Source: an optimization exercise on an open RTL-to-GDS flow (aim: small area and a short achievable clock period). Production flows keep margins and buffers that such runs may drop.
Function was checked by simulation only, so behaviour that the tests miss may differ from the original.

==> flow/design.v (outline; a module is shown in full before it is edited, if it fits) <==
// module csa_fa: 10 lines
// module csa_ha: 9 lines
// module FFT64: 4076 lines
module FFT64 #(
    parameter width = 16
) (
    input                           clk,
    input                           rst_n,
    input                           di_en,
    input       signed  [width-1:0] di_re,
    input       signed  [width-1:0] di_img,
    output reg                      do_en,
    output reg  signed  [width-1:0] do_re,
    output reg  signed  [width-1:0] do_img
);
  // ...
==> flow/flow/run.sh <==
#!/bin/bash
# Layout flow: the standard ORFS flow (standard.sh, unchanged synthesis)
# with these changes to how the layout is made:
#  - timing repair aims at 7.3 ns of setup slack (the clock stays 11 ns),
#  - the port buffers are plain buf_2 cells,
#  - the clock tree is built from clkbuf_8 cells, sinks clustered in groups
#    of up to 16 within 80 um.
# The whole output of the flow goes to standard.log in this folder.
bash standard.sh SETUP_SLACK_MARGIN=7.3 \
  "BUFFER_PORTS_ARGS=-buffer_cell sky130_fd_sc_hd__buf_2" \
  "CTS_BUF_LIST=sky130_fd_sc_hd__clkbuf_8" \
  CTS_CLUSTER_SIZE=16 CTS_CLUSTER_DIAMETER=80 \
  finish > standard.log 2>&1
==> flow/standard.sh <==
#!/bin/bash
# synth_recipe.tcl (not shown) runs the flow's synth.tcl, then flattens the netlist and writes it again
# the make line also repeats each setting of config.mk as NAME=value (left out here)
make -C /OpenROAD-flow-scripts/flow DESIGN_CONFIG=/design/flow/config.mk WORK_HOME=/design/flow/orfs CLKGATE_MAP_FILE= SYNTH_SCRIPT=/design/flow/synth_recipe.tcl "${@:-finish}"
==> flow/config.mk <==
export PLATFORM = sky130hd
export DESIGN_NAME = FFT64
export DESIGN_NICKNAME = FFT64
export VERILOG_FILES = /design/flow/design.v
export SDC_FILE = /design/flow/constraint.sdc
export NUM_CORES = 8
export LEC_CHECK = 0
export CAP_MARGIN = 20
export CORE_MARGIN = 2
export CORE_UTILIZATION = 55
export SLEW_MARGIN = 20
export SYNTH_HIERARCHICAL = 1
export SYNTH_MINIMUM_KEEP_SIZE = 0
==> flow/constraint.sdc <==
create_clock -name core_clock -period 11.0 [get_ports {clk}]
set_input_delay 2.2000 -clock core_clock [delete_from_list [all_inputs] [get_ports {clk}]]
set_output_delay 2.2000 -clock core_clock [all_outputs]
set_load 0.01 [all_outputs]
==> notes.md, run 1 <==
Hold Path Class - reg -> reg
DRC viols - 0
DR WL met2 - 127000 um
Maxcap violations - 0
Outcome - no timing/DRC/antenna violations
Root Driver - clkbuf_8
Largest family of logic cells by synthesized area - adder cells
Final Cycle Share - 33.8%
CTS Buffer Depth - 4
Post-synth top area share - 62.4%
Crit path max-delay family - flip-flops
Cell taking the most area after synthesis - dfxtp_1
Antenna Violating Nets Remaining - 0
Non-CTS buffers - 164
Critical R2R Launch - iy_neg[3]$_DFF_P_
Place WS - 6.71 ns
CP cell instances - buf_6
Diodes inserted - 5
Cell depth of the worst setup path - 1
Seq/Total Area, Yosys - 62.8%
Die Wd - 493 um
Seq Cell Count - 4123
Hold slack - 0.261 ns
==> run 2, diff against run 1 <==
--- a/flow/design.v
+++ b/flow/design.v
@@ -41,17 +41,17 @@
 reg  [15:0] l4_re [0:3];
 reg  [15:0] l4_im [0:3];
 reg  [15:0] o4_re, o4_im;
 reg  [15:0] l5_re [0:1];
 reg  [15:0] l5_im [0:1];
 reg  [15:0] o5_re, o5_im;
 reg  [15:0] l6_re [0:0];
 reg  [15:0] l6_im [0:0];
-reg  [15:0] o6_re, o6_im;
+wire [15:0] o6_re, o6_im;
 reg  [15:0] ba_re [0:30];
 reg  [15:0] ba_im [0:30];
 reg  [15:0] bb_re [0:13];
 reg  [15:0] bb_im [0:13];
 reg  [15:0] bc_re [0:3];
 reg  [15:0] bc_im [0:3];
 reg        started, f1;
 reg [5:0]  cnt;
@@ -62,17 +62,17 @@
         f1      <= 1'b0;
     end else begin
         started <= started | di_en;
         if (started) cnt <= cnt + 6'd1;
         if (started && cnt == 6'd63) f1 <= 1'b1;
     end
 end
 always @(posedge clk) begin
-    do_en <= rst_n & (do_en | (f1 && cnt == 6'd54));
+    do_en <= rst_n & (do_en | (f1 && cnt == 6'd53));
 end
 reg [15:0] in_re, in_img;
 always @(posedge clk) begin
     in_re  <= di_re;
     in_img <= di_img;
 end
 reg [5:0] c1, c2;
 always @(posedge clk or negedge rst_n) begin
@@ -170,79 +170,119 @@
         6'd59: selnx = 2'd1;   
         6'd60: selnx = 2'd1;   
         6'd61: selnx = 2'd1;   
         6'd62: selnx = 2'd1;   
         6'd63: selnx = 2'd1;   
         default: selnx = 2'd0;
     endcase
 end
+reg [4:0] knx, kx;
 always @(*) begin
-    case (c1)
-        6'd0: begin wrx_one = 5'h17; wrx_two = 5'h0; wrx_neg = 5'h11; wix_one = 5'h0; wix_two = 5'hd; wix_neg = 5'h9; end   
-        6'd1: begin wrx_one = 5'h13; wrx_two = 5'h0; wrx_neg = 5'h10; wix_one = 5'hc; wix_two = 5'h1; wix_neg = 5'h9; end   
-        6'd2: begin wrx_one = 5'h0; wrx_two = 5'h0; wrx_neg = 5'h0; wix_one = 5'h10; wix_two = 5'h0; wix_neg = 5'h10; end   
-        6'd3: begin wrx_one = 5'h1; wrx_two = 5'h6; wrx_neg = 5'h5; wix_one = 5'h11; wix_two = 5'h0; wix_neg = 5'h10; end   
-        6'd4: begin wrx_one = 5'hc; wrx_two = 5'h1; wrx_neg = 5'h9; wix_one = 5'h13; wix_two = 5'h0; wix_neg = 5'h10; end   
-        6'd5: begin wrx_one = 5'hc; wrx_two = 5'h3; wrx_neg = 5'hd; wix_one = 5'h17; wix_two = 5'h0; wix_neg = 5'h13; end   
-        6'd6: begin wrx_one = 5'h0; wrx_two = 5'hd; wrx_neg = 5'h9; wix_one = 5'h17; wix_two = 5'h0; wix_neg = 5'h11; end   
-        6'd7: begin wrx_one = 5'h1; wrx_two = 5'ha; wrx_neg = 5'h9; wix_one = 5'h10; wix_two = 5'h5; wix_neg = 5'h11; end   
-        6'd8: begin wrx_one = 5'h16; wrx_two = 5'h9; wrx_neg = 5'h15; wix_one = 5'h1f; wix_two = 5'h0; wix_neg = 5'h17; end   
-        6'd9: begin wrx_one = 5'h18; wrx_two = 5'h5; wrx_neg = 5'h11; wix_one = 5'h1a; wix_two = 5'h1; wix_neg = 5'h13; end   
-        6'd10: begin wrx_one = 5'h1f; wrx_two = 5'h0; wrx_neg = 5'h13; wix_one = 5'h1f; wix_two = 5'h0; wix_neg = 5'h13; end   
-        6'd11: begin wrx_one = 5'h1a; wrx_two = 5'h1; wrx_neg = 5'h13; wix_one = 5'h18; wix_two = 5'h5; wix_neg = 5'h11; end   
-        6'd12: begin wrx_one = 5'h1f; wrx_two = 5'h0; wrx_neg = 5'h17; wix_one = 5'h16; wix_two = 5'h9; wix_neg = 5'h15; end   
-        6'd13: begin wrx_one = 5'h10; wrx_two = 5'h5; wrx_neg = 5'h11; wix_one = 5'h1; wix_two = 5'ha; wix_neg = 5'h9; end   
-        6'd14: begin wrx_one = 5'h17; wrx_two = 5'h0; wrx_neg = 5'h11; wix_one = 5'h0; wix_two = 5'hd; wix_neg = 5'h9; end   
-        6'd15: begin wrx_one = 5'h17; wrx_two = 5'h0; wrx_neg = 5'h13; wix_one = 5'hc; wix_two = 5'h3; wix_neg = 5'hd; end   
-        6'd16: begin wrx_one = 5'h13; wrx_two = 5'h0; wrx_neg = 5'h10; wix_one = 5'hc; wix_two = 5'h1; wix_neg = 5'h9; end   
-        6'd17: begin wrx_one = 5'h11; wrx_two = 5'h0; wrx_neg = 5'h10; wix_one = 5'h1; wix_two = 5'h6; wix_neg = 5'h5; end   
-        6'd19: begin wrx_one = 5'h13; wrx_two = 5'h0; wrx_neg = 5'h3; wix_one = 5'hc; wix_two = 5'h1; wix_neg = 5'h9; end   
-        6'd20: begin wrx_one = 5'h17; wrx_two = 5'h0; wrx_neg = 5'h6; wix_one = 5'h0; wix_two = 5'hd; wix_neg = 5'h9; end   
-        6'd21: begin wrx_one = 5'h1f; wrx_two = 5'h0; wrx_neg = 5'h8; wix_one = 5'h16; wix_two = 5'h9; wix_neg = 5'h15; end   
-        6'd22: begin wrx_one = 5'h1f; wrx_two = 5'h0; wrx_neg = 5'hc; wix_one = 5'h1f; wix_two = 5'h0; wix_neg = 5'h13; end   
-        6'd23: begin wrx_one = 5'h14; wrx_two = 5'h9; wrx_neg = 5'h9; wix_one = 5'h1f; wix_two = 5'h0; wix_neg = 5'h17; end   
-        6'd24: begin wrx_one = 5'h2; wrx_two = 5'hd; wrx_neg = 5'h5; wix_one = 5'h17; wix_two = 5'h0; wix_neg = 5'h11; end   
-        6'd25: begin wrx_one = 5'he; wrx_two = 5'h1; wrx_neg = 5'h5; wix_one = 5'h13; wix_two = 5'h0; wix_neg = 5'h10; end   
-        6'd26: begin wrx_one = 5'h0; wrx_two = 5'h0; wrx_neg = 5'h0; wix_one = 5'h10; wix_two = 5'h0; wix_neg = 5'h10; end   
-        6'd27: begin wrx_one = 5'hc; wrx_two = 5'h1; wrx_neg = 5'h9; wix_one = 5'h13; wix_two = 5'h0; wix_neg = 5'h10; end   
-        6'd28: begin wrx_one = 5'h0; wrx_two = 5'hd; wrx_neg = 5'h9; wix_one = 5'h17; wix_two = 5'h0; wix_neg = 5'h11; end   
-        6'd29: begin wrx_one = 5'h16; wrx_two = 5'h9; wrx_neg = 5'h15; wix_one = 5'h1f; wix_two = 5'h0; wix_neg = 5'h17; end   
-        6'd30: begin wrx_one = 5'h1f; wrx_two = 5'h0; wrx_neg = 5'h13; wix_one = 5'h1f; wix_two = 5'h0; wix_neg = 5'h13; end   
-        6'd31: begin wrx_one = 5'h1f; wrx_two = 5'h0; wrx_neg = 5'h17; wix_one = 5'h16; wix_two = 5'h9; wix_neg = 5'h15; end   
-        6'd32: begin wrx_one = 5'h17; wrx_two = 5'h0; wrx_neg = 5'h11; wix_one = 5'h0; wix_two = 5'hd; wix_neg = 5'h9; end   
-        6'd33: begin wrx_one = 5'h13; wrx_two = 5'h0; wrx_neg = 5'h10; wix_one = 5'hc; wix_two = 5'h1; wix_neg = 5'h9; end   
-        6'd34: begin wrx_one = 5'h11; wrx_two = 5'h0; wrx_neg = 5'h1; wix_one = 5'h1; wix_two = 5'h6; wix_neg = 5'h5; end   
-        6'd35: begin wrx_one = 5'h13; wrx_two = 5'h0; wrx_neg = 5'h3; wix_one = 5'hc; wix_two = 5'h1; wix_neg = 5'h9; end   
-        6'd36: begin wrx_one = 5'h17; wrx_two = 5'h0; wrx_neg = 5'h4; wix_one = 5'hc; wix_two = 5'h3; wix_neg = 5'hd; end   
-        6'd37: begin wrx_one = 5'h17; wrx_two = 5'h0; wrx_neg = 5'h6; wix_one = 5'h0; wix_two = 5'hd; wix_neg = 5'h9; end   
-        6'd38: begin wrx_one = 5'h12; wrx_two = 5'h5; wrx_neg = 5'h5; wix_one = 5'h1; wix_two = 5'ha; wix_neg = 5'h9; end   
-        6'd39: begin wrx_one = 5'h1f; wrx_two = 5'h0; wrx_neg = 5'h8; wix_one = 5'h16; wix_two = 5'h9; wix_neg = 5'h15; end   
-        6'd40: begin wrx_one = 5'h18; wrx_two = 5'h3; wrx_neg = 5'h9; wix_one = 5'h18; wix_two = 5'h5; wix_neg = 5'h11; end   
-        6'd41: begin wrx_one = 5'h1f; wrx_two = 5'h0; wrx_neg = 5'hc; wix_one = 5'h1f; wix_two = 5'h0; wix_neg = 5'h13; end   
-        6'd42: begin wrx_one = 5'h1a; wrx_two = 5'h5; wrx_neg = 5'hd; wix_one = 5'h1a; wix_two = 5'h1; wix_neg = 5'h13; end   
-        6'd43: begin wrx_one = 5'h14; wrx_two = 5'h9; wrx_neg = 5'h9; wix_one = 5'h1f; wix_two = 5'h0; wix_neg = 5'h17; end   
-        6'd44: begin wrx_one = 5'h1; wrx_two = 5'ha; wrx_neg = 5'h2; wix_one = 5'h10; wix_two = 5'h5; wix_neg = 5'h11; end   
-        6'd45: begin wrx_one = 5'h2; wrx_two = 5'hd; wrx_neg = 5'h5; wix_one = 5'h17; wix_two = 5'h0; wix_neg = 5'h11; end   
-        6'd46: begin wrx_one = 5'he; wrx_two = 5'h1; wrx_neg = 5'h3; wix_one = 5'h17; wix_two = 5'h0; wix_neg = 5'h13; end   
-        6'd47: begin wrx_one = 5'he; wrx_two = 5'h1; wrx_neg = 5'h5; wix_one = 5'h13; wix_two = 5'h0; wix_neg = 5'h10; end   
-        6'd48: begin wrx_one = 5'h1; wrx_two = 5'h6; wrx_neg = 5'h2; wix_one = 5'h11; wix_two = 5'h0; wix_neg = 5'h10; end   
-        6'd51: begin wrx_one = 5'h13; wrx_two = 5'h0; wrx_neg = 5'h3; wix_one = 5'hc; wix_two = 5'h1; wix_neg = 5'h9; end   
-        6'd52: begin wrx_one = 5'h17; wrx_two = 5'h0; wrx_neg = 5'h6; wix_one = 5'h0; wix_two = 5'hd; wix_neg = 5'h9; end   
-        6'd53: begin wrx_one = 5'h1f; wrx_two = 5'h0; wrx_neg = 5'h8; wix_one = 5'h16; wix_two = 5'h9; wix_neg = 5'h15; end   
-        6'd54: begin wrx_one = 5'h1f; wrx_two = 5'h0; wrx_neg = 5'hc; wix_one = 5'h1f; wix_two = 5'h0; wix_neg = 5'h13; end   
-        6'd55: begin wrx_one = 5'h14; wrx_two = 5'h9; wrx_neg = 5'h9; wix_one = 5'h1f; wix_two = 5'h0; wix_neg = 5'h17; end   
-        6'd56: begin wrx_one = 5'h2; wrx_two = 5'hd; wrx_neg = 5'h5; wix_one = 5'h17; wix_two = 5'h0; wix_neg = 5'h11; end   
-        6'd57: begin wrx_one = 5'he; wrx_two = 5'h1; wrx_neg = 5'h5; wix_one = 5'h13; wix_two = 5'h0; wix_neg = 5'h10; end   
-        6'd58: begin wrx_one = 5'h0; wrx_two = 5'h0; wrx_neg = 5'h0; wix_one = 5'h10; wix_two = 5'h0; wix_neg = 5'h10; end   
-        6'd59: begin wrx_one = 5'hc; wrx_two = 5'h1; wrx_neg = 5'h9; wix_one = 5'h13; wix_two = 5'h0; wix_neg = 5'h10; end   
-        6'd60: begin wrx_one = 5'h0; wrx_two = 5'hd; wrx_neg = 5'h9; wix_one = 5'h17; wix_two = 5'h0; wix_neg = 5'h11; end   
-        6'd61: begin wrx_one = 5'h16; wrx_two = 5'h9; wrx_neg = 5'h15; wix_one = 5'h1f; wix_two = 5'h0; wix_neg = 5'h17; end   
-        6'd62: begin wrx_one = 5'h1f; wrx_two = 5'h0; wrx_neg = 5'h13; wix_one = 5'h1f; wix_two = 5'h0; wix_neg = 5'h13; end   
-        6'd63: begin wrx_one = 5'h1f; wrx_two = 5'h0; wrx_neg = 5'h17; wix_one = 5'h16; wix_two = 5'h9; wix_neg = 5'h15; end   
+    case (c2)
+        6'd0: knx = 5'd28;
+        6'd1: knx = 5'd30;
+        6'd2: knx = 5'd16;
+        6'd3: knx = 5'd17;
+        6'd4: knx = 5'd18;
+        6'd5: knx = 5'd19;
+        6'd6: knx = 5'd20;
+        6'd7: knx = 5'd21;
+        6'd8: knx = 5'd22;
+        6'd9: knx = 5'd23;
+        6'd10: knx = 5'd24;
+        6'd11: knx = 5'd25;
+        6'd12: knx = 5'd26;
+        6'd13: knx = 5'd27;
+        6'd14: knx = 5'd28;
+        6'd15: knx = 5'd29;
+        6'd16: knx = 5'd30;
+        6'd17: knx = 5'd31;
+        6'd19: knx = 5'd2;
+        6'd20: knx = 5'd4;
+        6'd21: knx = 5'd6;
+        6'd22: knx = 5'd8;
+        6'd23: knx = 5'd10;
+        6'd24: knx = 5'd12;
+        6'd25: knx = 5'd14;
+        6'd26: knx = 5'd16;
+        6'd27: knx = 5'd18;
+        6'd28: knx = 5'd20;
+        6'd29: knx = 5'd22;
+        6'd30: knx = 5'd24;
+        6'd31: knx = 5'd26;
+        6'd32: knx = 5'd28;
+        6'd33: knx = 5'd30;
+        6'd34: knx = 5'd1;
+        6'd35: knx = 5'd2;
+        6'd36: knx = 5'd3;
+        6'd37: knx = 5'd4;
+        6'd38: knx = 5'd5;
+        6'd39: knx = 5'd6;
+        6'd40: knx = 5'd7;
+        6'd41: knx = 5'd8;
+        6'd42: knx = 5'd9;
+        6'd43: knx = 5'd10;
+        6'd44: knx = 5'd11;
+        6'd45: knx = 5'd12;
+        6'd46: knx = 5'd13;
+        6'd47: knx = 5'd14;
+        6'd48: knx = 5'd15;
+        6'd51: knx = 5'd2;
+        6'd52: knx = 5'd4;
+        6'd53: knx = 5'd6;
+        6'd54: knx = 5'd8;
+        6'd55: knx = 5'd10;
+        6'd56: knx = 5'd12;
+        6'd57: knx = 5'd14;
+        6'd58: knx = 5'd16;
+        6'd59: knx = 5'd18;
+        6'd60: knx = 5'd20;
+        6'd61: knx = 5'd22;
+        6'd62: knx = 5'd24;
+        6'd63: knx = 5'd26;
+        default: knx = 5'd0;
+    endcase
+end
+always @(posedge clk) begin
+    kx <= knx;
+end
+always @(*) begin
+    case (kx)
+        5'd1: begin wrx_one = 5'h11; wrx_two = 5'h0; wrx_neg = 5'h1; wix_one = 5'h1; wix_two = 5'h6; wix_neg = 5'h5; end
+        5'd2: begin wrx_one = 5'h13; wrx_two = 5'h0; wrx_neg = 5'h3; wix_one = 5'hc; wix_two = 5'h1; wix_neg = 5'h9; end
+        5'd3: begin wrx_one = 5'h17; wrx_two = 5'h0; wrx_neg = 5'h4; wix_one = 5'hc; wix_two = 5'h3; wix_neg = 5'hd; end
+        5'd4: begin wrx_one = 5'h17; wrx_two = 5'h0; wrx_neg = 5'h6; wix_one = 5'h0; wix_two = 5'hd; wix_neg = 5'h9; end
+        5'd5: begin wrx_one = 5'h12; wrx_two = 5'h5; wrx_neg = 5'h5; wix_one = 5'h1; wix_two = 5'ha; wix_neg = 5'h9; end
+        5'd6: begin wrx_one = 5'h1f; wrx_two = 5'h0; wrx_neg = 5'h8; wix_one = 5'h16; wix_two = 5'h9; wix_neg = 5'h15; end
+        5'd7: begin wrx_one = 5'h18; wrx_two = 5'h3; wrx_neg = 5'h9; wix_one = 5'h18; wix_two = 5'h5; wix_neg = 5'h11; end
+        5'd8: begin wrx_one = 5'h1f; wrx_two = 5'h0; wrx_neg = 5'hc; wix_one = 5'h1f; wix_two = 5'h0; wix_neg = 5'h13; end
+        5'd9: begin wrx_one = 5'h1a; wrx_two = 5'h5; wrx_neg = 5'hd; wix_one = 5'h1a; wix_two = 5'h1; wix_neg = 5'h13; end
+        5'd10: begin wrx_one = 5'h14; wrx_two = 5'h9; wrx_neg = 5'h9; wix_one = 5'h1f; wix_two = 5'h0; wix_neg = 5'h17; end
+        5'd11: begin wrx_one = 5'h1; wrx_two = 5'ha; wrx_neg = 5'h2; wix_one = 5'h10; wix_two = 5'h5; wix_neg = 5'h11; end
+        5'd12: begin wrx_one = 5'h2; wrx_two = 5'hd; wrx_neg = 5'h5; wix_one = 5'h17; wix_two = 5'h0; wix_neg = 5'h11; end
+        5'd13: begin wrx_one = 5'he; wrx_two = 5'h1; wrx_neg = 5'h3; wix_one = 5'h17; wix_two = 5'h0; wix_neg = 5'h13; end
+        5'd14: begin wrx_one = 5'he; wrx_two = 5'h1; wrx_neg = 5'h5; wix_one = 5'h13; wix_two = 5'h0; wix_neg = 5'h10; end
+        5'd15: begin wrx_one = 5'h1; wrx_two = 5'h6; wrx_neg = 5'h2; wix_one = 5'h11; wix_two = 5'h0; wix_neg = 5'h10; end
+        5'd16: begin wrx_one = 5'h0; wrx_two = 5'h0; wrx_neg = 5'h0; wix_one = 5'h10; wix_two = 5'h0; wix_neg = 5'h10; end
+        5'd17: begin wrx_one = 5'h1; wrx_two = 5'h6; wrx_neg = 5'h5; wix_one = 5'h11; wix_two = 5'h0; wix_neg = 5'h10; end
+        5'd18: begin wrx_one = 5'hc; wrx_two = 5'h1; wrx_neg = 5'h9; wix_one = 5'h13; wix_two = 5'h0; wix_neg = 5'h10; end
+        5'd19: begin wrx_one = 5'hc; wrx_two = 5'h3; wrx_neg = 5'hd; wix_one = 5'h17; wix_two = 5'h0; wix_neg = 5'h13; end
+        5'd20: begin wrx_one = 5'h0; wrx_two = 5'hd; wrx_neg = 5'h9; wix_one = 5'h17; wix_two = 5'h0; wix_neg = 5'h11; end
+        5'd21: begin wrx_one = 5'h1; wrx_two = 5'ha; wrx_neg = 5'h9; wix_one = 5'h10; wix_two = 5'h5; wix_neg = 5'h11; end
+        5'd22: begin wrx_one = 5'h16; wrx_two = 5'h9; wrx_neg = 5'h15; wix_one = 5'h1f; wix_two = 5'h0; wix_neg = 5'h17; end
+        5'd23: begin wrx_one = 5'h18; wrx_two = 5'h5; wrx_neg = 5'h11; wix_one = 5'h1a; wix_two = 5'h1; wix_neg = 5'h13; end
+        5'd24: begin wrx_one = 5'h1f; wrx_two = 5'h0; wrx_neg = 5'h13; wix_one = 5'h1f; wix_two = 5'h0; wix_neg = 5'h13; end
+        5'd25: begin wrx_one = 5'h1a; wrx_two = 5'h1; wrx_neg = 5'h13; wix_one = 5'h18; wix_two = 5'h5; wix_neg = 5'h11; end
+        5'd26: begin wrx_one = 5'h1f; wrx_two = 5'h0; wrx_neg = 5'h17; wix_one = 5'h16; wix_two = 5'h9; wix_neg = 5'h15; end
+        5'd27: begin wrx_one = 5'h10; wrx_two = 5'h5; wrx_neg = 5'h11; wix_one = 5'h1; wix_two = 5'ha; wix_neg = 5'h9; end
+        5'd28: begin wrx_one = 5'h17; wrx_two = 5'h0; wrx_neg = 5'h11; wix_one = 5'h0; wix_two = 5'hd; wix_neg = 5'h9; end
+        5'd29: begin wrx_one = 5'h17; wrx_two = 5'h0; wrx_neg = 5'h13; wix_one = 5'hc; wix_two = 5'h3; wix_neg = 5'hd; end
+        5'd30: begin wrx_one = 5'h13; wrx_two = 5'h0; wrx_neg = 5'h10; wix_one = 5'hc; wix_two = 5'h1; wix_neg = 5'h9; end
+        5'd31: begin wrx_one = 5'h11; wrx_two = 5'h0; wrx_neg = 5'h10; wix_one = 5'h1; wix_two = 5'h6; wix_neg = 5'h5; end
         default: begin wrx_one = 5'h0; wrx_two = 5'h0; wrx_neg = 5'h0; wix_one = 5'h0; wix_two = 5'h0; wix_neg = 5'h0; end
     endcase
 end
 always @(posedge clk) begin
     selx <= selnx;
 end
 reg [1:0] sely;
 reg [1:0] selny;
@@ -304,70 +344,86 @@
         6'd58: selny = 2'd1;   
         6'd59: selny = 2'd1;   
         6'd60: selny = 2'd3;   
         6'd61: selny = 2'd3;   
         6'd62: selny = 2'd3;   
         default: selny = 2'd0;
     endcase
 end
+reg [4:0] kny, ky;
+always @(*) begin
+    case (c2)
+        6'd1: kny = 5'd8;
+        6'd2: kny = 5'd16;
+        6'd3: kny = 5'd24;
+        6'd4: kny = 5'd16;
+        6'd5: kny = 5'd20;
+        6'd6: kny = 5'd24;
+        6'd7: kny = 5'd28;
+        6'd9: kny = 5'd8;
+        6'd10: kny = 5'd16;
+        6'd11: kny = 5'd24;
+        6'd12: kny = 5'd4;
+        6'd13: kny = 5'd8;
+        6'd14: kny = 5'd12;
+        6'd17: kny = 5'd8;
+        6'd18: kny = 5'd16;
+        6'd19: kny = 5'd24;
+        6'd20: kny = 5'd16;
+        6'd21: kny = 5'd20;
+        6'd22: kny = 5'd24;
+        6'd23: kny = 5'd28;
+        6'd25: kny = 5'd8;
+        6'd26: kny = 5'd16;
+        6'd27: kny = 5'd24;
+        6'd28: kny = 5'd4;
+        6'd29: kny = 5'd8;
+        6'd30: kny = 5'd12;
+        6'd33: kny = 5'd8;
+        6'd34: kny = 5'd16;
+        6'd35: kny = 5'd24;
+        6'd36: kny = 5'd16;
+        6'd37: kny = 5'd20;
+        6'd38: kny = 5'd24;
+        6'd39: kny = 5'd28;
+        6'd41: kny = 5'd8;
+        6'd42: kny = 5'd16;
+        6'd43: kny = 5'd24;
+        6'd44: kny = 5'd4;
+        6'd45: kny = 5'd8;
+        6'd46: kny = 5'd12;
+        6'd49: kny = 5'd8;
+        6'd50: kny = 5'd16;
+        6'd51: kny = 5'd24;
+        6'd52: kny = 5'd16;
+        6'd53: kny = 5'd20;
+        6'd54: kny = 5'd24;
+        6'd55: kny = 5'd28;
+        6'd57: kny = 5'd8;
+        6'd58: kny = 5'd16;
+        6'd59: kny = 5'd24;
+        6'd60: kny = 5'd4;
+        6'd61: kny = 5'd8;
+        6'd62: kny = 5'd12;
+        default: kny = 5'd0;
+    endcase
+end
+always @(posedge clk) begin
+    ky <= kny;
+end
 always @(*) begin
-    case (c1)
-        6'd1: begin wry_one = 5'h1f; wry_two = 5'h0; wry_neg = 5'hc; wiy_one = 5'h1f; wiy_two = 5'h0; wiy_neg = 5'h13; end   
-        6'd2: begin wry_one = 5'h0; wry_two = 5'h0; wry_neg = 5'h0; wiy_one = 5'h10; wiy_two = 5'h0; wiy_neg = 5'h10; end   
-        6'd3: begin wry_one = 5'h1f; wry_two = 5'h0; wry_neg = 5'h13; wiy_one = 5'h1f; wiy_two = 5'h0; wiy_neg = 5'h13; end   
-        6'd4: begin wry_one = 5'h0; wry_two = 5'h0; wry_neg = 5'h0; wiy_one = 5'h10; wiy_two = 5'h0; wiy_neg = 5'h10; end   
-        6'd5: begin wry_one = 5'h0; wry_two = 5'hd; wry_neg = 5'h9; wiy_one = 5'h17; wiy_two = 5'h0; wiy_neg = 5'h11; end   
-        6'd6: begin wry_one = 5'h1f; wry_two = 5'h0; wry_neg = 5'h13; wiy_one = 5'h1f; wiy_two = 5'h0; wiy_neg = 5'h13; end   
-        6'd7: begin wry_one = 5'h17; wry_two = 5'h0; wry_neg = 5'h11; wiy_one = 5'h0; wiy_two = 5'hd; wiy_neg = 5'h9; end   
-        6'd9: begin wry_one = 5'h1f; wry_two = 5'h0; wry_neg = 5'hc; wiy_one = 5'h1f; wiy_two = 5'h0; wiy_neg = 5'h13; end   
-        6'd10: begin wry_one = 5'h0; wry_two = 5'h0; wry_neg = 5'h0; wiy_one = 5'h10; wiy_two = 5'h0; wiy_neg = 5'h10; end   
-        6'd11: begin wry_one = 5'h1f; wry_two = 5'h0; wry_neg = 5'h13; wiy_one = 5'h1f; wiy_two = 5'h0; wiy_neg = 5'h13; end   
-        6'd12: begin wry_one = 5'h17; wry_two = 5'h0; wry_neg = 5'h6; wiy_one = 5'h0; wiy_two = 5'hd; wiy_neg = 5'h9; end   
-        6'd13: begin wry_one = 5'h1f; wry_two = 5'h0; wry_neg = 5'hc; wiy_one = 5'h1f; wiy_two = 5'h0; wiy_neg = 5'h13; end   
-        6'd14: begin wry_one = 5'h2; wry_two = 5'hd; wry_neg = 5'h5; wiy_one = 5'h17; wiy_two = 5'h0; wiy_neg = 5'h11; end   
-        6'd17: begin wry_one = 5'h1f; wry_two = 5'h0; wry_neg = 5'hc; wiy_one = 5'h1f; wiy_two = 5'h0; wiy_neg = 5'h13; end   
-        6'd18: begin wry_one = 5'h0; wry_two = 5'h0; wry_neg = 5'h0; wiy_one = 5'h10; wiy_two = 5'h0; wiy_neg = 5'h10; end   
-        6'd19: begin wry_one = 5'h1f; wry_two = 5'h0; wry_neg = 5'h13; wiy_one = 5'h1f; wiy_two = 5'h0; wiy_neg = 5'h13; end   
-        6'd20: begin wry_one = 5'h0; wry_two = 5'h0; wry_neg = 5'h0; wiy_one = 5'h10; wiy_two = 5'h0; wiy_neg = 5'h10; end   
-        6'd21: begin wry_one = 5'h0; wry_two = 5'hd; wry_neg = 5'h9; wiy_one = 5'h17; wiy_two = 5'h0; wiy_neg = 5'h11; end   
-        6'd22: begin wry_one = 5'h1f; wry_two = 5'h0; wry_neg = 5'h13; wiy_one = 5'h1f; wiy_two = 5'h0; wiy_neg = 5'h13; end   
-        6'd23: begin wry_one = 5'h17; wry_two = 5'h0; wry_neg = 5'h11; wiy_one = 5'h0; wiy_two = 5'hd; wiy_neg = 5'h9; end   
-        6'd25: begin wry_one = 5'h1f; wry_two = 5'h0; wry_neg = 5'hc; wiy_one = 5'h1f; wiy_two = 5'h0; wiy_neg = 5'h13; end   
-        6'd26: begin wry_one = 5'h0; wry_two = 5'h0; wry_neg = 5'h0; wiy_one = 5'h10; wiy_two = 5'h0; wiy_neg = 5'h10; end   
-        6'd27: begin wry_one = 5'h1f; wry_two = 5'h0; wry_neg = 5'h13; wiy_one = 5'h1f; wiy_two = 5'h0; wiy_neg = 5'h13; end   
-        6'd28: begin wry_one = 5'h17; wry_two = 5'h0; wry_neg = 5'h6; wiy_one = 5'h0; wiy_two = 5'hd; wiy_neg = 5'h9; end   
-        6'd29: begin wry_one = 5'h1f; wry_two = 5'h0; wry_neg = 5'hc; wiy_one = 5'h1f; wiy_two = 5'h0; wiy_neg = 5'h13; end   
-        6'd30: begin wry_one = 5'h2; wry_two = 5'hd; wry_neg = 5'h5; wiy_one = 5'h17; wiy_two = 5'h0; wiy_neg = 5'h11; end   
-        6'd33: begin wry_one = 5'h1f; wry_two = 5'h0; wry_neg = 5'hc; wiy_one = 5'h1f; wiy_two = 5'h0; wiy_neg = 5'h13; end   
-        6'd34: begin wry_one = 5'h0; wry_two = 5'h0; wry_neg = 5'h0; wiy_one = 5'h10; wiy_two = 5'h0; wiy_neg = 5'h10; end   
-        6'd35: begin wry_one = 5'h1f; wry_two = 5'h0; wry_neg = 5'h13; wiy_one = 5'h1f; wiy_two = 5'h0; wiy_neg = 5'h13; end   
-        6'd36: begin wry_one = 5'h0; wry_two = 5'h0; wry_neg = 5'h0; wiy_one = 5'h10; wiy_two = 5'h0; wiy_neg = 5'h10; end   
-        6'd37: begin wry_one = 5'h0; wry_two = 5'hd; wry_neg = 5'h9; wiy_one = 5'h17; wiy_two = 5'h0; wiy_neg = 5'h11; end   
-        6'd38: begin wry_one = 5'h1f; wry_two = 5'h0; wry_neg = 5'h13; wiy_one = 5'h1f; wiy_two = 5'h0; wiy_neg = 5'h13; end   
-        6'd39: begin wry_one = 5'h17; wry_two = 5'h0; wry_neg = 5'h11; wiy_one = 5'h0; wiy_two = 5'hd; wiy_neg = 5'h9; end   
-        6'd41: begin wry_one = 5'h1f; wry_two = 5'h0; wry_neg = 5'hc; wiy_one = 5'h1f; wiy_two = 5'h0; wiy_neg = 5'h13; end   
-        6'd42: begin wry_one = 5'h0; wry_two = 5'h0; wry_neg = 5'h0; wiy_one = 5'h10; wiy_two = 5'h0; wiy_neg = 5'h10; end   
-        6'd43: begin wry_one = 5'h1f; wry_two = 5'h0; wry_neg = 5'h13; wiy_one = 5'h1f; wiy_two = 5'h0; wiy_neg = 5'h13; end   
-        6'd44: begin wry_one = 5'h17; wry_two = 5'h0; wry_neg = 5'h6; wiy_one = 5'h0; wiy_two = 5'hd; wiy_neg = 5'h9; end   
-        6'd45: begin wry_one = 5'h1f; wry_two = 5'h0; wry_neg = 5'hc; wiy_one = 5'h1f; wiy_two = 5'h0; wiy_neg = 5'h13; end   
-        6'd46: begin wry_one = 5'h2; wry_two = 5'hd; wry_neg = 5'h5; wiy_one = 5'h17; wiy_two = 5'h0; wiy_neg = 5'h11; end   
-        6'd49: begin wry_one = 5'h1f; wry_two = 5'h0; wry_neg = 5'hc; wiy_one = 5'h1f; wiy_two = 5'h0; wiy_neg = 5'h13; end   
-        6'd50: begin wry_one = 5'h0; wry_two = 5'h0; wry_neg = 5'h0; wiy_one = 5'h10; wiy_two = 5'h0; wiy_neg = 5'h10; end   
-        6'd51: begin wry_one = 5'h1f; wry_two = 5'h0; wry_neg = 5'h13; wiy_one = 5'h1f; wiy_two = 5'h0; wiy_neg = 5'h13; end   
-        6'd52: begin wry_one = 5'h0; wry_two = 5'h0; wry_neg = 5'h0; wiy_one = 5'h10; wiy_two = 5'h0; wiy_neg = 5'h10; end   
-        6'd53: begin wry_one = 5'h0; wry_two = 5'hd; wry_neg = 5'h9; wiy_one = 5'h17; wiy_two = 5'h0; wiy_neg = 5'h11; end   
-        6'd54: begin wry_one = 5'h1f; wry_two = 5'h0; wry_neg = 5'h13; wiy_one = 5'h1f; wiy_two = 5'h0; wiy_neg = 5'h13; end   
-        6'd55: begin wry_one = 5'h17; wry_two = 5'h0; wry_neg = 5'h11; wiy_one = 5'h0; wiy_two = 5'hd; wiy_neg = 5'h9; end   
-        6'd57: begin wry_one = 5'h1f; wry_two = 5'h0; wry_neg = 5'hc; wiy_one = 5'h1f; wiy_two = 5'h0; wiy_neg = 5'h13; end   
-        6'd58: begin wry_one = 5'h0; wry_two = 5'h0; wry_neg = 5'h0; wiy_one = 5'h10; wiy_two = 5'h0; wiy_neg = 5'h10; end   
-        6'd59: begin wry_one = 5'h1f; wry_two = 5'h0; wry_neg = 5'h13; wiy_one = 5'h1f; wiy_two = 5'h0; wiy_neg = 5'h13; end   
-        6'd60: begin wry_one = 5'h17; wry_two = 5'h0; wry_neg = 5'h6; wiy_one = 5'h0; wiy_two = 5'hd; wiy_neg = 5'h9; end   
-        6'd61: begin wry_one = 5'h1f; wry_two = 5'h0; wry_neg = 5'hc; wiy_one = 5'h1f; wiy_two = 5'h0; wiy_neg = 5'h13; end   
-        6'd62: begin wry_one = 5'h2; wry_two = 5'hd; wry_neg = 5'h5; wiy_one = 5'h17; wiy_two = 5'h0; wiy_neg = 5'h11; end   
+    case (ky)
+        5'd4: begin wry_one = 5'h17; wry_two = 5'h0; wry_neg = 5'h6; wiy_one = 5'h0; wiy_two = 5'hd; wiy_neg = 5'h9; end
+        5'd8: begin wry_one = 5'h1f; wry_two = 5'h0; wry_neg = 5'hc; wiy_one = 5'h1f; wiy_two = 5'h0; wiy_neg = 5'h13; end
+        5'd12: begin wry_one = 5'h2; wry_two = 5'hd; wry_neg = 5'h5; wiy_one = 5'h17; wiy_two = 5'h0; wiy_neg = 5'h11; end
+        5'd16: begin wry_one = 5'h0; wry_two = 5'h0; wry_neg = 5'h0; wiy_one = 5'h10; wiy_two = 5'h0; wiy_neg = 5'h10; end
+        5'd20: begin wry_one = 5'h0; wry_two = 5'hd; wry_neg = 5'h9; wiy_one = 5'h17; wiy_two = 5'h0; wiy_neg = 5'h11; end
+        5'd24: begin wry_one = 5'h1f; wry_two = 5'h0; wry_neg = 5'h13; wiy_one = 5'h1f; wiy_two = 5'h0; wiy_neg = 5'h13; end
+        5'd28: begin wry_one = 5'h17; wry_two = 5'h0; wry_neg = 5'h11; wiy_one = 5'h0; wiy_two = 5'hd; wiy_neg = 5'h9; end
         default: begin wry_one = 5'h0; wry_two = 5'h0; wry_neg = 5'h0; wiy_one = 5'h0; wiy_two = 5'h0; wiy_neg = 5'h0; end
     endcase
 end
 always @(posedge clk) begin
     sely <= selny;
 end
 reg [15:0] ax_re, ax_im;
 reg [4:0] rx_one;
@@ -4045,23 +4101,23 @@
 wire p3066 = ~bp2966[9] & p3054;
 wire g3067 = (bp2966[11] & l6_im[0][11]) | (~bp2966[11] & g3049);
 wire p3068 = ~bp2966[11] & p3050;
 wire g3069 = (bp2966[13] & l6_im[0][13]) | (~bp2966[13] & g3055);
 wire p3070 = ~bp2966[13] & p3056;
 wire [15:0] dif6_im = ~bp2966 ^ {g3047, g3069, g3055, g3067, g3049, g3065, g3053, g3063, g3043, g3061, g3051, g3059, g3035, g3057, g3019, 1'b1};
 always @(posedge clk) begin
     l6_re[0] <= p2_6 ? dif6_re : o5_re;
-    o6_re <= p2_6 ? sum6_re : l6_re[0];
     l6_im[0] <= p2_6 ? dif6_im : o5_im;
-    o6_im <= p2_6 ? sum6_im : l6_im[0];
 end
-wire [5:0] ua = cnx - 6'd5;
-wire [5:0] ub = cnx - 6'd36;
-wire [5:0] uc = cnx - 6'd50;
+assign o6_re = p2_6 ? sum6_re : l6_re[0];
+assign o6_im = p2_6 ? sum6_im : l6_im[0];
+wire [5:0] ua = cnx - 6'd4;
+wire [5:0] ub = cnx - 6'd35;
+wire [5:0] uc = cnx - 6'd49;
 reg sa, sb, sc;
 always @(posedge clk) begin
     sa <= ua[5] & ~ua[0];
     sb <= ub[4] & ~ub[1];
     sc <= uc[3] & ~uc[2];
 end
 wire [15:0] ra_re = sa ? o6_re : ba_re[30];
 wire [15:0] ra_im = sa ? o6_im : ba_im[30];
==> run 2 against run 1 <==
Net effect:
- area after synthesis is 0.44% lower
- routed wire length is 0.48% lower
- first-iteration DRC count is 14% lower
- largest cell class unchanged
==> notes.md, run 2 <==
RSZ-0062 raised after global routing - yes (unchanged)
Setup TNS - 0 ns (unchanged)
Post-DR vias/cell - 5.17 (was 5.21)
Clk slew on worst S/H paths - 0.10 ns (was 0.09 ns)
Maxcap violations - 0 (unchanged)
First-pass GRT wire length - 418000 um (was 417000 um)
Post-synth top area share - 62.4% (about the same)
Slowest stage cell, crit path - dfxtp_2 (unchanged)
CP required - 8.80 ns (about the same)
Final Cycle Share - 33.9% (was 33.8%)
Commonest non-fill, non-tap cell in the layout - dfxtp_1 (unchanged)
Via count - 68800 (was 70200)
Clk Latency, worst-skew pair - 1.07 ns (about the same)
Fmax - 268 MHz (was 269 MHz)
Post-DP HPWL - 183000 um (about the same)
Slowest stage delay, CP - 0.37 ns (was 0.34 ns)
Total CTS buffers - 313 (was 317)
CTS tree - done (unchanged)
H-tree depth - 5 (unchanged)
Hold Path Class - reg -> reg (unchanged)
Most frequent cell after synthesis - dfxtp_1 (unchanged)
Max FO, Critical Path - 1 (unchanged)
Minimum clock period - 3.73 ns (was 3.72 ns)
EDFF count, synth - 0 (unchanged)
Die Wd - 492 um (was 493 um)
Worst slew pin tran - 1.07 ns (was 1.08 ns)
CTS Buffer Depth - 4 (unchanged)
Post-synth ARST share - 0.487% (was 0.485%)
Setup crit start kind - flop (unchanged)
Worst Setup Path Type - reg -> out (unchanged)
Final core occ - 58.8% (was 59.0%)
Top cells by count, synth - dfxtp_1, xnor2_1, ha_1 (was dfxtp_1, nand2_1, xnor2_1)
Worst Setup End Kind - output pin (unchanged)
Starting Density - 55.2% (was 55.4%)
Vias in the first global route - 70900 (was 71300)
Clock sink count - 4103 (was 4123)
Fillers - 19100 (was 19200)
Total track usage - 22.2% (was 22.0%)
Synth cell types - 88 (was 79)
Gpl congestion - 0.853 (was 0.856)
Most common flop cell mapped by yosys - dfxtp_1 (unchanged)
WP buf/inv - 1 (unchanged)
CP arrival - 1.53 ns (was 1.52 ns)
Seq/Total Area, Yosys - 62.7% (was 62.8%)
Root Driver - clkbuf_8 (unchanged)
Site Rows - 179 (unchanged)
Crit path max-delay family - flip-flops (unchanged)
Max-slew violations - 0 (unchanged)
Hold Buf Count CTS - 0 (unchanged)
Final Hold Vio Count - 0 (unchanged)
Most frequent cells in the layout - dfxtp_1, xnor2_1, ha_1 (was dfxtp_1, nand2_1, xnor2_1)
Nets@finish - 11200 (was 11300)
Remaining global-route overflow - 0 (unchanged)
Final setup fails - 0 (unchanged)
DR pass1 iterations - 6 (was 5)
Syn Inst Count - 10100 (was 10300)
Die extent in y - 492 um (was 493 um)
Largest regs - l1_im x512, l1_re x512 (unchanged)
Drt initial violations - 3729 (was 4324)
Outcome - no timing/DRC/antenna violations (unchanged)
Largest net degree at the start of global routing - 115 (was 80)
Top post-synthesis cells by area - dfxtp_1, fa_1, ha_1 (unchanged)
Ports - 68 (unchanged)
Port bufs - 67 (unchanged)
Antenna violations before repair - 22 (was 16)
Detailed-route wire length per cell - 20.1 um (was 20.0 um)
Clk_skew - 0.0855 ns (was 0.0937 ns)
Die area - 242000 um^2 (was 243000 um^2)
DRC viols - 0 (unchanged)
Synthesized area - 131000 um^2 (was 132000 um^2)
Cell taking the most area after synthesis - dfxtp_1 (unchanged)
Post-synthesis sequential element count - 4103 (was 4123)
Syn avg cell area - 13.0 um^2 (was 12.8 um^2)
Worst slew margin - 28.8% (was 27.1%)
Core ar. - 237000 um^2 (was 238000 um^2)
Syn-to-layout area delta - 6.53% (was 6.52%)
Fraction of layout cells with a size suffix above 1 - 11.3% (was 10.7%)
CP cell instances - buf_6 (unchanged)
Synth warn - 54 (was 61)
Post-Route WL - 268000 um (was 269000 um)
Antenna Violating Nets Remaining - 0 (unchanged)
## run 2: cell types whose count changed after synthesis, moves of 38 or more
cell,change
o21ai_0,-115
xnor2_1,+83
nand2_1,-73
mux2_2,+70
inv_1,-57
nor2_1,-46
a22oi_1,+38
## run 2: metal layers
metal | wire length, um | share of wire, % | GRT usage, %
met1 | 120000 | 45 | 29.2
met2 | 127000 | 48 | 37.2
met3 | 9000 | 3.4 | 2.84
met4 | 10900 | 4.1 | 8.74
met5 | 0 | 0 | 0
## run 2: path summary, 6_finish.rpt
kind / startpoint / end / slack (ns) / depth (start not counted)
setup / recovery: do_re[3]$_DFF_P_ / do_re[3] / 7.27 / 1
hold / removal: l2_re[9][10]$_DFF_P_ / l2_re[10][10]$_DFF_P_ / 0.27 / 0
setup reg to reg: ry_one[3]$_DFF_P_ / my_re_b3$_DFF_P_ / 7.36 / 8
hold reg to reg: l2_re[9][10]$_DFF_P_ / l2_re[10][10]$_DFF_P_ / 0.27 / 0
max in group asynchronous: rst_n / c2[1]$_DFF_PN0_ / 9.31 / 1
min in group asynchronous: rst_n / c1[1]$_DFF_PN0_ / 1.21 / 1
## run 2: layout make-up
type / count / area (um^2) / area share (%)
Multi-Input combinational cell: 5302 / 46500 / 33.3
Tap cell: 3167 / 3960 / 2.84
Antenna cell: 21 / 52.6 / 0.0376
Inverter: 196 / 744 / 0.533
Timing Repair Buffer: 164 / 1330 / 0.953
Sequential cell: 4103 / 82400 / 59.0
Clock inverter: 40 / 358 / 0.256
Clock buffer: 316 / 4350 / 3.11
## run 2: cell families (layout without fill, tap and decap cells)
logic type	after synthesis	in the layout	synth area share [%]
muxes	584	584	4.86
xor gates and xnor gates	871	871	5.82
buffers and inverters	701	716	2.02
other	1	23	0.00286
adders and majority gates	1050	1050	12.7
DFF	4103	4103	62.7
AOI/OAI and AO/OA	1404	1404	7.08
and+or+nand+nor	1391	1391	4.77
## run 2: stage by stage
| step | setup slack [ns] | area, um^2 | hold WS (ns) | std cells |
|---|---|---|---|---|
| floorplan | 7.31 | 131000 | 0.310 | 10100 |
| global placement | 6.91 | 134000 | 0.309 | 12900 |
| detailed placement | 6.90 | 134000 | 0.312 | 12900 |
| CTS | 7.16 | 139000 | 0.247 | 13300 |
| global route | 7.17 | 140000 | 0.275 | 13300 |
| finish | 7.27 | 140000 | 0.270 | 13300 |
## run 2: timing repair
action	CTS	global route
setup endpoints to repair	143	128
cloned	0	0
setup buffers	3	8
pin swaps	2	17
resized for setup	86	80
## run 2: Yosys stat by module (local to each module, per instance)
module,flip-flops and latches,copies in the design,cells inside
FFT64,4103,1,9225
csa_ha,0,412,1
csa_fa,0,468,1
==> run 3, diff against run 2 <==
==> flow/flow/run.sh (replaced) <==
#!/bin/bash
bash standard.sh SETUP_SLACK_MARGIN=7.45 "BUFFER_PORTS_ARGS=-buffer_cell sky130_fd_sc_hd__buf_2" CTS_CLUSTER_SIZE=24 CTS_CLUSTER_DIAMETER=100 finish > standard.log 2>&1
==> run 3 against run 2 <==
Net effect:
- setup slack better by 0.17 ns
- die area unchanged
- first-iteration DRC count down 0.29%
- sequential cell count unchanged
- maximum frequency grew 4.9%
- synthesized cell count unchanged
- routed wire length rose by 1.4%
- largest cell class unchanged
==> notes.md, run 3 <==
Setup TNS - 0 ns (unchanged)
Footprint of the multi-input gates - 46800 um^2 (was 46500 um^2)
Hold Buf Count CTS - 0 (unchanged)
Drt initial violations - 3718 (was 3729)
Slowest stage cell, crit path - dfxtp_4 (was dfxtp_2)
Antenna violations before repair - 21 (was 22)
Setup crit start - do_re[3]$_DFF_P_ (unchanged)
Worst slew margin - 29.6% (was 28.8%)
Worst slew pin tran - 1.05 ns (was 1.07 ns)
Final Cycle Share - 32.3% (was 33.9%)
Post-synth top area share - 62.4% (unchanged)
Detailed-route wire length per cell - 20.6 um (was 20.1 um)
Cell depth of the worst setup path - 1 (unchanged)
Core ar. - 237000 um^2 (unchanged)
Most common flop cell mapped by yosys - dfxtp_1 (unchanged)
R2R cell count - 16 (was 8)
Die extent in y - 492 um (unchanged)
Most frequent cells in the layout - dfxtp_1, xnor2_1, ha_1 (unchanged)
Syn-to-layout area delta - 7.70% (was 6.53%)
Syn Inst Count - 10100 (unchanged)
CP arrival - 1.36 ns (was 1.53 ns)
First-pass GRT wire length - 418000 um (about the same)
Remaining global-route overflow - 0 (unchanged)
EDFF count, synth - 0 (unchanged)
Clock sink count - 4103 (unchanged)
Synthesized area - 131000 um^2 (unchanged)
Largest net degree at the start of global routing - 72 (was 115)
RSZ-0062 raised after global routing - yes (unchanged)
Setup crit start kind - flop (unchanged)
WP buf/inv - 1 (unchanged)
DR pass1 iterations - 6 (unchanged)
Critical R2R Launch - o5_im[1]$_DFF_P_ (was ry_one[3]$_DFF_P_)
Commonest non-fill, non-tap cell in the layout - dfxtp_1 (unchanged)
DRC viols - 0 (unchanged)
Most frequent cell after synthesis - dfxtp_1 (unchanged)
Slowest stage delay, CP - 0.37 ns (about the same)
Post-Route WL - 272000 um (was 268000 um)
Top post-synthesis cells by area - dfxtp_1, fa_1, ha_1 (unchanged)
CTS Buffer Depth - 3 (was 4)
Post-DP HPWL - 186000 um (was 183000 um)
Final Hold Vio Count - 0 (unchanged)
Synth cell types - 88 (unchanged)
Ports - 68 (unchanged)
Post-synth ARST share - 0.487% (unchanged)
CTS tree - done (unchanged)
Final setup fails - 0 (unchanged)
Nets@finish - 11100 (was 11200)
Starting Density - 55.2% (unchanged)
Crit path max-delay family - flip-flops (unchanged)
Antenna Violating Nets Remaining - 0 (unchanged)
Seq. cell area - 82500 um^2 (was 82400 um^2)
Root Driver - clkbuf_16 (was clkbuf_8)
Worst R2R End - bc_im[0][14]$_DFF_P_ (was my_re_b3$_DFF_P_)
Gpl congestion - 0.860 (was 0.853)
Vias in the first global route - 69400 (was 70900)
Clk Latency, worst-skew pair - 0.88 ns (was 1.07 ns)
Top cells by count, synth - dfxtp_1, xnor2_1, ha_1 (unchanged)
Hold Path Class - reg -> reg (unchanged)
Final setup margin - 7.44 ns (was 7.27 ns)
Total track usage - 22.2% (about the same)
Max-slew violations - 0 (unchanged)
Total CTS buffers - 193 (was 313)
Outcome - no timing/DRC/antenna violations (unchanged)
Worst Setup Path Type - reg -> out (unchanged)
Cell taking the most area after synthesis - dfxtp_1 (unchanged)
Minimum clock period - 3.56 ns (was 3.73 ns)
Place WS - 6.82 ns (was 6.90 ns)
Reg2reg setup slack - 7.47 ns (was 7.36 ns)
Max FO, Critical Path - 1 (unchanged)
Fillers - 18900 (was 19100)
Fraction of layout cells with a size suffix above 1 - 11.2% (was 11.3%)
Port bufs - 67 (unchanged)
Site Rows - 179 (unchanged)
Worst Setup End Kind - output pin (unchanged)
Post-DR vias/cell - 5.19 (was 5.17)
Synth warn - 54 (unchanged)
Maxcap violations - 0 (unchanged)
CP required - 8.80 ns (about the same)
Seq/Total Area, Yosys - 62.7% (unchanged)
Clk_skew - 0.0626 ns (was 0.0855 ns)
Syn avg cell area - 13.0 um^2 (unchanged)
CP cell instances - buf_6 (unchanged)
H-tree depth - 4 (was 5)
Fmax - 281 MHz (was 268 MHz)
Largest regs - l1_im x512, l1_re x512 (unchanged)
Capture point of the critical path - do_re[3] (unchanged)
Post-synthesis sequential element count - 4103 (unchanged)
Die Wd - 492 um (unchanged)
Die area - 242000 um^2 (unchanged)
Clk slew on worst S/H paths - 0.09 ns (was 0.10 ns)
Via count - 68500 (was 68800)
-- run 3: layout make-up --
| class | count | share of cell area (%) |
|---|---|---|
| tap | 3167 | 2.81 |
| clock inverter | 27 | 0.358 |
| multi-input combinational | 5302 | 33.1 |
| sequential | 4103 | 58.4 |
| inverter | 196 | 0.529 |
| timing repair buffer | 183 | 1.25 |
| antenna | 10 | 0.0177 |
| clock buffer | 207 | 3.50 |
-- run 3: per-module statistics from Yosys (local to each module, per instance) --
module  cells  times used  cell area [um^2]  flops+latches
csa_fa      1         468              20.0              0
FFT64    9225           1            117000           4103
csa_ha      1         412              12.5              0
-- run 3: logic make-up (layout without fill, tap and decap cells) --
group | count (synthesis) | after routing | share of synthesized area (%)
adders and majority gates | 1050 | 1050 | 12.7
xor gates and xnor gates | 871 | 871 | 5.82
buffers and inverters | 701 | 613 | 2.02
other | 1 | 12 | 0.00286
muxes | 584 | 584 | 4.86
AOI/OAI and AO/OA | 1404 | 1404 | 7.08
and+or+nand+nor | 1391 | 1391 | 4.77
DFF | 4103 | 4103 | 62.7
-- run 3: per-stage QoR --
step / cell area (um^2) / utilization, % / hold slack, ns / instances
2_1_floorplan: 131000 / - / 0.310 / 10100
3_3_place_gp: 134000 / 56.5 / 0.310 / 12900
3_5_place_dp: 134000 / 56.5 / 0.312 / 12900
4_1_cts: 140000 / 59.1 / 0.269 / 13200
5_1_grt: 141000 / 59.5 / 0.281 / 13200
6_report: 141000 / 59.5 / 0.290 / 13200
-- run 3: worst min-delay path by stage --
stage,cells past startpoint,endpoint,slack [ns],start
floorplan,0,ba_im[10][0]$_DFF_P_,0.31,ba_im[9][0]$_DFF_P_
global placement,0,l3_im[6][12]$_DFF_P_,0.31,l3_im[5][12]$_DFF_P_
detailed placement,0,ba_im[19][10]$_DFF_P_,0.31,ba_im[18][10]$_DFF_P_
CTS,0,l4_im[3][11]$_DFF_P_,0.27,l4_im[2][11]$_DFF_P_
global route,0,l4_im[3][11]$_DFF_P_,0.28,l4_im[2][11]$_DFF_P_
finish,0,l4_im[3][11]$_DFF_P_,0.29,l4_im[2][11]$_DFF_P_
-- run 3: routing by layer --
layer	track usage, %	vias up	part of all wire, %
met5	0	-	0.0048
met4	7.88	2	3.7
met3	2.82	428	3.6
met2	37.6	1261	48
met1	29.5	33700	44
li1	-	33200	-
-- run 3: timing repair --
item	4_1_cts	5_1_grt
pin swaps	17	30
cloned	0	5
setup endpoints to repair	188	167
resized for setup	158	171
buffers inserted	14	9
==> run 4, diff against run 3 <==
==> flow/flow/run.sh (replaced) <==
#!/bin/bash
bash standard.sh SETUP_SLACK_MARGIN=7.45 "BUFFER_PORTS_ARGS=-buffer_cell sky130_fd_sc_hd__buf_2" "CTS_ARGS=-sink_clustering_enable -repair_clock_nets -sink_clustering_size 16 -sink_clustering_max_diameter 70 -sink_clustering_buffer sky130_fd_sc_hd__clkbuf_8" finish > standard.log 2>&1
==> run 4 against run 3 <==
Net effect:
- routed wire length rose by 1.0%
- sequential cell count stayed put
- sequential share of layout area shrank 0.15 points
- via count rose by 1.1%
- clock-buffer cell count grew 134
- core utilization increased by 0.15 points
==> notes.md, run 4 <==
Outcome - no timing/DRC/antenna violations (unchanged)
WP buf/inv - 1 (unchanged)
M2 GR Usage - 37.7% (was 37.6%)
Gpl congestion - 0.860 (unchanged)
Root Driver - clkbuf_16 (unchanged)
Antenna violations before repair - 23 (was 21)
Final core occ - 59.6% (was 59.5%)
Most common flop cell mapped by yosys - dfxtp_1 (unchanged)
Fraction of layout cells with a size suffix above 1 - 12.5% (was 11.2%)
Slowest stage delay, CP - 0.37 ns (about the same)
Die Wd - 492 um (unchanged)
Nets@finish - 11200 (was 11100)
Detailed-route wire length per cell - 20.6 um (about the same)
Die extent in y - 492 um (unchanged)
Post-DR vias/cell - 5.19 (about the same)
Final setup margin - 7.40 ns (was 7.44 ns)
CP cell instances - buf_6 (unchanged)
Total track usage - 22.5% (was 22.2%)
Maxcap violations - 0 (unchanged)
Clk Latency, worst-skew pair - 0.93 ns (was 0.88 ns)
Setup TNS - 0 ns (unchanged)
EDFF count, synth - 0 (unchanged)
Slowest stage cell, crit path - dfxtp_4 (unchanged)
Cell depth of the worst setup path - 1 (unchanged)
Met1 Usage GRT - 29.5% (about the same)
Post-synth top area share - 62.4% (unchanged)
Hold Buf Count CTS - 0 (unchanged)
Fmax - 278 MHz (was 281 MHz)
Vias in the first global route - 70700 (was 69400)
Drt initial violations - 3714 (was 3718)
Fillers - 18900 (about the same)
Seq/Total Area, Yosys - 62.7% (unchanged)
Most frequent cells in the layout - dfxtp_1, xnor2_1, ha_1 (unchanged)
Top cells by count, synth - dfxtp_1, xnor2_1, ha_1 (unchanged)
R2R cell count - 16 (unchanged)
Final Non-Filler Cells - 13300 (was 13200)
Placed Cells incl. Taps - 12900 (unchanged)
Hold_sp - l2_re[4][13]$_DFF_P_ (was l4_im[2][11]$_DFF_P_)
Remaining global-route overflow - 0 (unchanged)
Worst Setup End Kind - output pin (unchanged)
Post-synthesis sequential element count - 4103 (unchanged)
Synth cell types - 88 (unchanged)
Top post-synthesis cells by area - dfxtp_1, fa_1, ha_1 (unchanged)
Place WS - 6.82 ns (unchanged)
Post-synth ARST share - 0.487% (unchanged)
Synthesized area - 131000 um^2 (unchanged)
Minimum clock period - 3.60 ns (was 3.56 ns)
Core ar. - 237000 um^2 (unchanged)
Setup crit start kind - flop (unchanged)
CTS Buffer Depth - 4 (was 3)
Final Cycle Share - 32.7% (was 32.3%)
Max-slew violations - 0 (unchanged)
DR pass1 iterations - 6 (unchanged)
Syn avg cell area - 13.0 um^2 (unchanged)
Worst slew pin tran - 1.04 ns (was 1.05 ns)
CP required - 8.80 ns (about the same)
Final setup fails - 0 (unchanged)
Starting Density - 55.2% (unchanged)
Worst Hold End - l2_re[5][13]$_DFF_P_ (was l4_im[3][11]$_DFF_P_)
Critical R2R Launch - o5_im[1]$_DFF_P_ (unchanged)
Crit path max-delay family - flip-flops (unchanged)
Worst R2R End - bc_im[0][14]$_DFF_P_ (unchanged)
Worst Setup Path Type - reg -> out (unchanged)
Final Hold Vio Count - 0 (unchanged)
Die area - 242000 um^2 (unchanged)
Post-Route WL - 274000 um (was 272000 um)
Most frequent cell after synthesis - dfxtp_1 (unchanged)
GRT Max-Usage Layer - met2 (unchanged)
Syn-to-layout area delta - 7.97% (was 7.70%)
Cell taking the most area after synthesis - dfxtp_1 (unchanged)
DRC viols - 0 (unchanged)
Clk slew on worst S/H paths - 0.10 ns (was 0.09 ns)
RSZ-0062 raised after global routing - yes (unchanged)
Antenna Violating Nets Remaining - 0 (unchanged)
Port bufs - 67 (unchanged)
Total CTS buffers - 319 (was 193)
Synth warn - 54 (unchanged)
Worst slew margin - 29.8% (was 29.6%)
CTS tree - done (unchanged)
Largest net degree at the start of global routing - 72 (unchanged)
Post-DP HPWL - 186000 um (unchanged)
Site Rows - 179 (unchanged)
Clk_skew - 0.0639 ns (was 0.0626 ns)
Via count - 69300 (was 68500)
Largest regs - l1_im x512, l1_re x512 (unchanged)
CP arrival - 1.40 ns (was 1.36 ns)
Max FO, Critical Path - 1 (unchanged)
Commonest non-fill, non-tap cell in the layout - dfxtp_1 (unchanged)
Hold Path Class - reg -> reg (unchanged)
H-tree depth - 5 (was 4)
Syn Inst Count - 10100 (unchanged)
First-pass GRT wire length - 422000 um (was 418000 um)
Met3 Use GR - 2.96% (was 2.82%)
Worst hold path cell count - 0 (unchanged)
Clock sink count - 4103 (unchanged)
Setup crit start - do_re[3]$_DFF_P_ (unchanged)
Reg2reg setup slack - 7.49 ns (was 7.47 ns)
Ports - 68 (unchanged)
==> run 4: final cells by class <==
| type | count | area [um^2] | area share, % |
|---|---|---|---|
| Tap cell | 3167 | 3960 | 2.80 |
| Multi-Input combinational cell | 5302 | 46800 | 33.1 |
| Clock buffer | 341 | 5240 | 3.71 |
| Antenna cell | 10 | 25.0 | 0.0177 |
| Timing Repair Buffer | 189 | 1830 | 1.30 |
| Inverter | 196 | 747 | 0.528 |
| Clock inverter | 36 | 458 | 0.324 |
| Sequential cell | 4103 | 82500 | 58.3 |
==> run 4: worst max path at each step <==
stage | end | slack, ns
6_report | do_re[3] | 7.40
5_1_grt | bc_im[0][14]$_DFF_P_ | 7.32
4_1_cts | do_re[3] | 7.32
3_5_place_dp | mx_im_b3$_DFF_P_ | 6.82
3_3_place_gp | mx_im_b3$_DFF_P_ | 6.87
2_1_floorplan | my_im_b3$_DFF_P_ | 7.42
==> run 4: kinds of logic after synthesis <==
kind of cell	Yosys count	synth area share [%]
AO/OA/AOI/OAI	1404	7.08
XOR/XNOR	871	5.82
adder cells (fa/ha/maj)	1050	12.7
buffers and inverters	701	2.02
flip-flops	4103	62.7
multiplexers	584	4.86
other	1	0.00286
AND/OR/NAND/NOR	1391	4.77
==> run 4: repair_timing <==
item                                    CTS  global route
pin swaps                                14            43
resized for setup                       162           177
gates cloned                              0             7
endpoints found under the setup margin  196           167
setup buffers                            15            12
==> run 4: worst register-to-register path: stages (launching register included) <==
cell	delay [ns]
dfxtp_4	0.36
ha_4	0.25
a21o_1	0.18
a21o_1	0.18
a2111o_1	0.45
nand3_2	0.11
a21oi_1	0.07
or2_4	0.26
a21o_1	0.16
a21o_1	0.15
ha_2	0.16
nor2_2	0.11
xnor2_1	0.07
mux2i_1	0.24
a21oi_2	0.10
mux2_4	0.30
mux2_2	0.25
==> run 4: Yosys stat by module, one instance, submodules excluded <==
module	cells inside	flops+latches	cell area, um^2	copies in the design
FFT64	9225	4103	117000	1
csa_fa	1	0	20.0	468
csa_ha	1	0	12.5	412
==> run 4: metrics by stage <==
| step | hold WS, ns | area, um^2 |
|---|---|---|
| CTS | 0.273 | 141000 |
| detailed placement | 0.312 | 134000 |
| floorplan | 0.310 | 131000 |
| finish | 0.277 | 142000 |
| global placement | 0.310 | 134000 |
| global route | 0.265 | 142000 |
==> run 4: metal layers <==
layer  routed length (um)  part of all wire [%]  vias to the layer above
met5                   41                 0.015                        -
li1                     -                     -                    33400
met3                10300                   3.8                      519
met1               121000                    44                    33900
met4                11600                   4.2                        6
met2               131000                    48                     1427

-- re-timing with driven ports --
How much do the figures lean on ideal ports? The routed layouts below were timed once more, with nothing changed but the port constraints. Step 1 assumes that a clkbuf_16 drives the clock port and a buf_2 every other input. Step 2, shift: input delay + t, output delay - t, t = (earliest + latest rising clock arrival at the registers) / 2. This alone moves slack from input paths to output paths. a / b / c = no drivers / after step 1 / after step 2; a / b = the first two.
run	shift t [ns]	setup slack, ns	worst setup path at the end	clock arrival spread, ns
run 1	1.119	7.282 / 7.189 / 7.370	register to register	0.098 / 0.097
run 2	1.126	7.269 / 7.169 / 7.363	register to register	0.100 / 0.099
run 3	0.940	7.443 / 7.352 / 7.469	register to register	0.068 / 0.067
run 4	0.986	7.398 / 7.299 / 7.489	register to register	0.089 / 0.088
After both steps setup and hold are still met in every run listed.
